Context: an optimization exercise on an open-source flow, tuned for small area, a short achievable clock period and few clock cycles. The choices shown serve that exercise and are no tape-out recipe.
Where RTL was checked, it was by simulation tests only, not by an equivalence proof against the original.
Power and IR drop assume default switching activity.

== main ==
==> flow/design.v (excerpt) <==
module LASER (
    input CLK,
    input RST,
    input  [3:0] X,
    input  [3:0] Y,
    output [3:0] C1X,
    output [3:0] C1Y,
    output [3:0] C2X,
    output [3:0] C2Y,
    output reg DONE
);
Size: about 4500 cells after synthesis, roughly 670 flip-flops, roughly 27 I/O pins.
Settings: LEC_CHECK=0, ABC_AREA=1, CAP_MARGIN=20, CORE_MARGIN=2, CORE_UTILIZATION=40, CTS_CLUSTER_DIAMETER=100, CTS_CLUSTER_SIZE=20, SLEW_MARGIN=20, SETUP_SLACK_MARGIN=7.5, BUFFER_PORTS_ARGS=-buffer_cell sky130_fd_sc_hd__buf_2; clock period 11.0 ns.
standard.sh (not shown) runs the stock make flow with config.mk's settings and CLKGATE_MAP_FILE= SYNTH_SCRIPT=/design/flow/synth_recipe.tcl, a recipe that flattens the netlist after the stock synthesis.
==> flow/flow/run.sh <==
#!/bin/bash
set -e
sed -i 's/^export SETUP_SLACK_MARGIN.*$//' config.mk
echo "export SETUP_SLACK_MARGIN = 7.5" >> config.mk
echo "export BUFFER_PORTS_ARGS = -buffer_cell sky130_fd_sc_hd__buf_2" >> config.mk
bash standard.sh > standard.log 2>&1
What the feature branch does differently from main at the input level:
-- flow/design.v --
<<< main, line 45
    end
end
reg  [16:0] hn;
reg  [8:0]  sc4, sc3, sc2, sc0;
integer sd;
always @(posedge CLK)
    for (sd = 0; sd < 9; sd = sd + 1) begin
        sc4[sd] <= hn[12 - sd];
        sc3[sd] <= hn[12 - sd + 1] | hn[12 - sd - 1] | hn[12 - sd + 2] | hn[12 - sd - 2];
        sc2[sd] <= hn[12 - sd + 3] | hn[12 - sd - 3];
        sc0[sd] <= hn[16 - sd] | hn[8 - sd];
    end
reg  [15:1] fxt;           
wire [31:0] fge = {8'h00, fxt, 9'h1ff};
>>> the feature branch, line 45
    end
end
reg  [16:0] h;
reg  [15:1] fxt;           
wire [31:0] fge = {8'h00, fxt, 9'h1ff};
<<< main, line 93
    localparam integer D = gd - 4;
    wire valid = vrow[gd];
    wire s4 = sc4[gd];
    wire s3 = sc3[gd];
    wire s2 = sc2[gd];
    wire s0 = sc0[gd];
    for (gc = 0; gc < 16; gc = gc + 1) begin : g_col
        wire le0 = fge[gc + 8]     & ~fge[gc + 8 + 1];
>>> the feature branch, line 84
    localparam integer D = gd - 4;
    wire valid = vrow[gd];
    wire s4 = h[8 - D];
    wire s3 = h[8 - D + 1] | h[8 - D - 1] | h[8 - D + 2] | h[8 - D - 2];
    wire s2 = h[8 - D + 3] | h[8 - D - 3];
    wire s0 = ((8 - D + 4) <= 16 ? h[(8 - D + 4) % 17] : 1'b0) |
              ((8 - D - 4) >= 0  ? h[(8 - D - 4 + 17) % 17] : 1'b0);
    for (gc = 0; gc < 16; gc = gc + 1) begin : g_col
        wire le0 = fge[gc + 8]     & ~fge[gc + 8 + 1];
<<< main, line 309
            fxt[vd] <= (best_pos[3:0] >= vd);
end
always @(*) begin
    if (~scan)
        hn = hdec(ph1, 4'd0);
    else if (fm_load)
        hn = hdec(ph1, best_pos[7:4]);
    else
        hn = hdec(ph1, Fm[7:4]);
end
always @(posedge CLK) begin
>>> the feature branch, line 301
            fxt[vd] <= (best_pos[3:0] >= vd);
end
always @(posedge CLK) begin
    if (~scan)
        h <= hdec(ph1, 4'd0);
    else if (fm_load)
        h <= hdec(ph1, best_pos[7:4]);
    else
        h <= hdec(ph1, Fm[7:4]);
end
always @(posedge CLK) begin
Findings:
- Summary of the feature branch over main: met3 usage dropped 0.60 points, design internal power barely changed, met3 wire length went down.
- When the feature branch is measured against main, its synthesized area turns out about 0.8% lower.
- From the feature branch to main, number of nets still failing antenna checks after routing did not move at all.
- The feature branch ends up with a all-layer global routing usage that is 0.63 points higher than in main.
- The feature branch ends up with a sequential portion of the cell area that is 0.85 points lower than in main.
- In the reports for the feature branch and main, the larger clock network area share belongs to the feature branch.
- Taking main as the reference, in the feature branch count of plain and timing-repair buffers now larger, synthesized cell count picked up an extra about 0.4%, final hold slack roughly the same.
- Diff main -> the feature branch | leakage power | down slightly
- Filler cell count in the final layout went down slightly going from main to the feature branch.
- The feature branch vs main: proportion of layout cells with a drive suffix above 1 up
Testbench counts of the feature branch, summed over its fixed seeds: cycles 12,021.
Only the layout flow was run in main; the RTL was not checked for function there.


LASER, a different RTL version from the one above (not shown whole).
Size in the first run: about 650 flip-flops, about 0.037 sq mm of cells after synthesis.
Settings: LEC_CHECK=0, ABC_AREA=1, CAP_MARGIN=20, CORE_MARGIN=2, CORE_UTILIZATION=40, SLEW_MARGIN=20, SETUP_SLACK_MARGIN=8; clock period 11.0 ns.
==> flow/flow/run.sh <==
#!/bin/bash
set -e
cp standard.sh standard.sh.log.txt 2>/dev/null || true
sed -i 's/^export SETUP_SLACK_MARGIN.*$//' config.mk
echo "export SETUP_SLACK_MARGIN = ${MARGIN:-8}" >> config.mk
bash standard.sh > standard.log 2>&1
Testbench counts at the start, summed over its fixed seeds: cycles 12,021.
Change:
--- a/flow/design.v
+++ b/flow/design.v
@@ -103,29 +103,30 @@
     fa = {(a & b) | (a & c) | (b & c), a ^ b ^ c};
 endfunction
 function [1:0] ha;
     input a, b;
     ha = {a & b, a ^ b};
 endfunction
 wire [2:0] S2n [0:15];
 wire [2:0] S3n [0:15];
 generate
 for (gc = 0; gc < 16; gc = gc + 1) begin : g_vs
     wire [8:0] w = B_w[gc];
-    wire [1:0] f1 = fa(w[2], w[3], w[5]);
-    wire [1:0] f2 = fa(f1[0], w[4], w[6]);
+    wire [1:0] f1 = fa(w[2], w[3], w[4]);
+    wire [1:0] f2 = fa(f1[0], w[5], w[6]);
     wire [1:0] h1 = ha(f1[1], f2[1]);
     assign S2n[gc] = {h1[1], h1[0], f2[0]};
-    wire [1:0] f3 = fa(f2[0], w[1], w[7]);
-    wire [1:0] h2 = ha(h1[0], f3[1]);
-    assign S3n[gc] = {h1[1] | h2[1], h2[0], f3[0]};
+    wire [1:0] f3 = fa(w[1], w[7], w[5]);
+    wire [1:0] f4 = fa(f1[0], f3[0], w[6]);
+    wire [1:0] f5 = fa(f1[1], f3[1], f4[1]);
+    assign S3n[gc] = {f5[1], f5[0], f4[0]};
 end
 endgenerate
 reg [2:0] S2 [0:15];
 reg [2:0] S3 [0:15];
 reg [8:0] V_w [0:15];      
 reg       v1, sid1, fst1, lst1, wr1;    
 reg       restart;         
 always @(posedge CLK) begin
     for (i = 0; i < 16; i = i + 1) begin
         S2[i]  <= S2n[i];
         S3[i]  <= S3n[i];
What happened:
- setup slack gains 0.084 ns
- worst hold slack is about the same
- via count increases by 0.88%
- global-route usage went down by 0.71 points
- final area went up by 2.1%
- critical path depth fell by 1
- non-clock buffer count increases by 33
- power decreases by 1.4%
- combinational power stays flat
- synthesized area grows by 1.6%
- maximum frequency goes up by 2.5%
- utilization goes up by 0.23 points
Testbench counts after the change, summed over its fixed seeds: cycles 12,021.


LASER, a different RTL version from the one above (not shown whole).
Size in the first run: about 3900 cells after synthesis, roughly 27 I/O pins.
clock: 11.0 ns
lec_check: 0
cap_margin: 20
core_margin: 2
core_utilization: 40
slew_margin: 20
setup_slack_margin: 7
==> flow/flow/run.sh <==
#!/bin/bash
set -e
cp standard.sh standard.sh.log.txt 2>/dev/null || true
sed -i 's/^export SETUP_SLACK_MARGIN.*$//' config.mk
echo "export SETUP_SLACK_MARGIN = ${MARGIN:-7}" >> config.mk
bash standard.sh > standard.log 2>&1
Next try:
--- a/flow/design.v
+++ b/flow/design.v
@@ -334,24 +334,14 @@
     end else begin
         if (v3 & lst3) begin
             pv    <= pv | ~eqA_n;
             F     <= best_pos_n;
             A     <= F;
             role  <= ~role;
         end
     end
 end
-reg [7:0] C1r, C2r;
-always @(posedge CLK) begin
-    if (~scan) begin
-        C1r <= 8'd0;
-        C2r <= 8'd0;
-    end else if (v3 & lst3) begin
-        if (role) C2r <= best_pos_n;
-        else      C1r <= best_pos_n;
-    end
-end
-assign C1X = C1r[3:0];
-assign C1Y = C1r[7:4];
-assign C2X = C2r[3:0];
-assign C2Y = C2r[7:4];
+assign C1X = role ? F[3:0] : A[3:0];
+assign C1Y = role ? F[7:4] : A[7:4];
+assign C2X = role ? A[3:0] : F[3:0];
+assign C2Y = role ? A[7:4] : F[7:4];
 endmodule
Outcome: Global-route usage increases by 1.1 points. Power decreases by 2.3%. Non-clock buffer count climbs by 52. Routed wire length increases by 3.2%. Cell area barely changes. Cell count increases by 0.82%. Area after synthesis fell by 0.66%.
Testbench counts after the change, summed over its fixed seeds: cycles 11,952.
Only the layout flow was run in the first run of this note; the RTL was not checked for function there.


Setup of lane 2:
LASER with an RTL version that a note above also has.
For scale: roughly 4,500 cells after synthesis, about 650 flip-flops, roughly 27 I/O pins.
Settings: LEC_CHECK=0, ABC_AREA=1, CAP_MARGIN=20, CORE_MARGIN=2, CORE_UTILIZATION=40, SLEW_MARGIN=20, SETUP_SLACK_MARGIN=7.5; clock period 11.0 ns.
==> flow/flow/run.sh <==
#!/bin/bash
set -e
cp standard.sh standard.sh.log.txt 2>/dev/null || true
sed -i 's/^export SETUP_SLACK_MARGIN.*$//' config.mk
echo "export SETUP_SLACK_MARGIN = ${MARGIN:-7.5}" >> config.mk
bash standard.sh > standard.log 2>&1
Testbench counts of lane 2, summed over its fixed seeds: cycles 12,021.
[inputs] lane 3 vs lane 2
--- a/flow/design.v
+++ b/flow/design.v
@@ -35,25 +35,34 @@
 reg         pt;            
 wire [3:0]  yrow = Yr - ph - 4'd1;     
 integer i;
 always @(posedge CLK) begin
     RSTr <= RST;
     Xr <= X;
     Yr <= Y;
     pt <= ~RST & ~scan & (cnt != 6'd40);
     for (i = 0; i < 16; i = i + 1) begin
         B[i] <= (clr ? 16'd0 : B[(i + 1) % 16]) | ((pt && yrow == i) ? (16'd1 << Xr) : 16'd0);
     end
 end
-reg  [16:0] h;
+reg  [16:0] hn;
+reg  [8:0]  sc4, sc3, sc2, sc0;
+integer sd;
+always @(posedge CLK)
+    for (sd = 0; sd < 9; sd = sd + 1) begin
+        sc4[sd] <= hn[12 - sd];
+        sc3[sd] <= hn[12 - sd + 1] | hn[12 - sd - 1] | hn[12 - sd + 2] | hn[12 - sd - 2];
+        sc2[sd] <= hn[12 - sd + 3] | hn[12 - sd - 3];
+        sc0[sd] <= hn[16 - sd] | hn[8 - sd];
+    end
 reg  [15:1] fxt;           
 wire [31:0] fge = {8'h00, fxt, 9'h1ff};
 reg  [8:0]  vrow;          
 wire [3:0]  ph_n = ph + 4'd1;
 integer vd;
 always @(posedge CLK)
     for (vd = 0; vd < 9; vd = vd + 1)
         vrow[vd] <= ({2'b00, ph_n} + vd >= 4) && ({2'b00, ph_n} + vd <= 19);
 genvar gd, gc;
 function [16:0] hdec;          
     input [3:0] p, fy;
     reg [4:0] d;
@@ -74,29 +83,28 @@
         g10 = g[1] | (~l[1] & g[0]);  l10 = l[1] | (~g[1] & l[0]);
         g32 = g[3] | (~l[3] & g[2]);  l32 = l[3] | (~g[3] & l[2]);
         g54 = g[5] | (~l[5] & g[4]);  l54 = l[5] | (~g[5] & l[4]);
         g30 = g32 | (~l32 & g10);     l30 = l32 | (~g32 & l10);
         gt6 = g54 | (~l54 & g30);
     end
 endfunction
 wire [8:0] B_w [0:15];                               
 generate
 for (gd = 0; gd < 9; gd = gd + 1) begin : g_row
     localparam integer D = gd - 4;
     wire valid = vrow[gd];
-    wire s4 = h[8 - D];
-    wire s3 = h[8 - D + 1] | h[8 - D - 1] | h[8 - D + 2] | h[8 - D - 2];
-    wire s2 = h[8 - D + 3] | h[8 - D - 3];
-    wire s0 = ((8 - D + 4) <= 16 ? h[(8 - D + 4) % 17] : 1'b0) |
-              ((8 - D - 4) >= 0  ? h[(8 - D - 4 + 17) % 17] : 1'b0);
+    wire s4 = sc4[gd];
+    wire s3 = sc3[gd];
+    wire s2 = sc2[gd];
+    wire s0 = sc0[gd];
     for (gc = 0; gc < 16; gc = gc + 1) begin : g_col
         wire le0 = fge[gc + 8]     & ~fge[gc + 8 + 1];
         wire le2 = fge[gc + 8 - 2] & ~fge[gc + 8 + 3];
         wire le3 = fge[gc + 8 - 3] & ~fge[gc + 8 + 4];
         wire le4 = fge[gc + 8 - 4] & ~fge[gc + 8 + 5];
         wire covf = (s4 & le4) | (s3 & le3) | (s2 & le2) | (s0 & le0);
         assign B_w[gc][gd] = B[(D + 16) % 16][gc] & valid & ~covf;
     end
 end
 endgenerate
 function [1:0] fa;             
     input a, b, c;
@@ -291,31 +299,31 @@
         end
     end
 end
 wire       fm_load = restart | (icnt == 4'd15);
 wire [3:0] ph1 = ph + 4'd1;
 always @(posedge CLK) begin
     if (~scan)
         fxt <= 15'd0;
     else if (fm_load)
         for (vd = 1; vd < 16; vd = vd + 1)
             fxt[vd] <= (best_pos[3:0] >= vd);
 end
-always @(posedge CLK) begin
+always @(*) begin
     if (~scan)
-        h <= hdec(ph1, 4'd0);
+        hn = hdec(ph1, 4'd0);
     else if (fm_load)
-        h <= hdec(ph1, best_pos[7:4]);
+        hn = hdec(ph1, best_pos[7:4]);
     else
-        h <= hdec(ph1, Fm[7:4]);
+        hn = hdec(ph1, Fm[7:4]);
 end
 always @(posedge CLK) begin
     if (~scan) begin
         icnt <= 4'd0;
         isid <= 1'b0;
         Fm   <= 8'd0;
     end else if (restart) begin
         icnt <= 4'd0;
         Fm   <= best_pos;
     end else begin
         icnt <= icnt + 4'd1;
         if (icnt == 4'd15) begin
Results
- Sort lane 2 and lane 3 by wire length on met3 asc -> top: lane 2
- Compared with lane 2, in lane 3 routed wire length shows an increase of about 4.3%; worst path required time saw little to no change.
- Cell count: lane 3 vs lane 2 up about 0.43%
- Against lane 2, lane 3 comes in 0.15 ns higher on post-route minimum period.
- Fmax of lane 3 falls short of that of lane 2 by a few percent.
For lane 3, only the layout was checked, not whether the RTL still works.


LASER, a different RTL version from the one above (not shown whole).
Size: ~4300 cells after synthesis, roughly 640 flip-flops, about 27 I/O pins, ~0.036 mm^2 of cells after synthesis.
Design LASER, start of the top module:
module LASER (
    input CLK,
    input RST,
    input  [3:0] X,
    input  [3:0] Y,
    output [3:0] C1X,
    output [3:0] C1Y,
    output [3:0] C2X,
    output [3:0] C2Y,
    output reg DONE
);
export LEC_CHECK = 0
export ABC_AREA = 1
export CAP_MARGIN = 20
export CORE_MARGIN = 2
export CORE_UTILIZATION = 40
export SLEW_MARGIN = 20
export SETUP_SLACK_MARGIN = 7
create_clock -name core_clock -period 11.0 [get_ports {CLK}]
==> flow/flow/run.sh <==
#!/bin/bash
set -e
cp standard.sh standard.sh.log.txt 2>/dev/null || true
sed -i 's/^export SETUP_SLACK_MARGIN.*$//' config.mk
echo "export SETUP_SLACK_MARGIN = ${MARGIN:-7}" >> config.mk
bash standard.sh > standard.log 2>&1
The first run finished with timing, DRC and antenna clean.
Change:
--- a/flow/design.v
+++ b/flow/design.v
@@ -17,30 +17,35 @@
 reg  [3:0] r0;             
 reg  [7:0] Fm;             
 reg        pv;             
 reg        role;           
 reg  [7:0] C1r, C2r;       
 wire [7:0] A = role ? C2r : C1r;
 wire [7:0] F = role ? C1r : C2r;
-wire       read_last = ~scan & (cnt == 6'd39);
+wire       read_last = ~scan & (cnt == 6'd40);    
 reg  [5:0] best_val;
 reg  [7:0] best_pos;
 reg  [5:0] mcur;           
 reg        eqA;            
 wire       stop;           
 wire       flush  = RST | stop;
 reg        RSTr;           
 wire       clr    = RSTr | DONE;   
 reg  [15:0] B [0:15];
-wire [3:0]  yrow = Y - ph - 4'd1;      
+reg  [3:0]  Xr, Yr;        
+reg         pt;            
+wire [3:0]  yrow = Yr - ph - 4'd1;     
 integer i;
 always @(posedge CLK) begin
     RSTr <= RST;
+    Xr <= X;
+    Yr <= Y;
+    pt <= ~RST & ~scan & (cnt != 6'd40);
     for (i = 0; i < 16; i = i + 1) begin
-        B[i] <= (clr ? 16'd0 : B[(i + 1) % 16]) | ((~scan && yrow == i) ? (16'd1 << X) : 16'd0);
+        B[i] <= (clr ? 16'd0 : B[(i + 1) % 16]) | ((pt && yrow == i) ? (16'd1 << Xr) : 16'd0);
     end
 end
 reg  [16:0] h;
 reg  [15:1] fxt;           
 wire [31:0] fge = {8'h00, fxt, 9'h1ff};
 reg  [8:0]  vrow;          
 wire [3:0]  ph_n = ph + 4'd1;
Outcome: The changed run finished clean. Total power went down by about 5%. Clock-buffer cell count went down by 4. Die area went up by 0.98%. Cell count went up by 1.5%. Via count went up by about 1.6%. Hold slack barely changes. Clock power went up by about 8%. Sequential share of layout area went up by 0.49 points. Non-clock buffer count went down by 37. Cell area is about the same.
Testbench counts after the change, summed over its fixed seeds: cycles 12,021.
For the first run of this note, only the layout was checked, not whether the RTL still works.

[separate check: timing with driven ports]
How much do the figures lean on ideal ports? The routed layouts below were timed once more, with nothing changed but the port constraints. Step 1 assumes that a clkbuf_16 drives the clock port and a buf_2 every other input. Step 2 times the ports against the registers' clock, not the clock port: input delays grow and output delays shrink by t, the midpoint of the rising clock arrivals with the driver on. Slacks: ideal / step 1 / step 2; pairs: ideal / step 1.
run | t, ns | slack for setup (ns) | hold WS [ns] | slew at the worst register clock pin (ns)
main | 0.672 | 7.422 / 7.422 / 7.422 | 0.332 / 0.332 / 0.332 | 0.09 / 0.09
the feature branch | 0.663 | 7.459 / 7.459 / 7.459 | 0.332 / 0.332 / 0.332 | 0.10 / 0.10
the first run of note 2 | 0.699 | 7.563 / 7.563 / 7.563 | 0.324 / 0.324 / 0.324 | 0.08 / 0.08
the second run of note 2 | 0.684 | 7.647 / 7.639 / 7.463 | 0.324 / 0.324 / 0.324 | 0.07 / 0.07
the first run of note 3 | 0.696 | 7.039 / 7.039 / 7.039 | 0.325 / 0.325 / 0.325 | 0.07 / 0.07
the second run of note 3 | 0.682 | 7.017 / 7.010 / 7.017 | 0.325 / 0.325 / 0.325 | 0.07 / 0.07
lane 2 | 0.690 | 7.518 / 7.470 / 7.098 | 0.326 / 0.326 / 0.326 | 0.07 / 0.07
lane 3 | 0.697 | 7.364 / 7.364 / 7.364 | 0.327 / 0.327 / 0.327 | 0.07 / 0.07
the first run of note 5 | 0.690 | 6.956 / 6.999 / 6.309 | 0.325 / 0.325 / 0.325 | 0.07 / 0.07
the second run of note 5 | 0.688 | 7.073 / 7.073 / 7.073 | 0.324 / 0.324 / 0.324 | 0.07 / 0.07
After both steps every run listed still meets setup and hold. The setup slack of the first run of note 5, which loses most, moves by +0.043 ns with the drivers and by -0.647 ns with both steps.
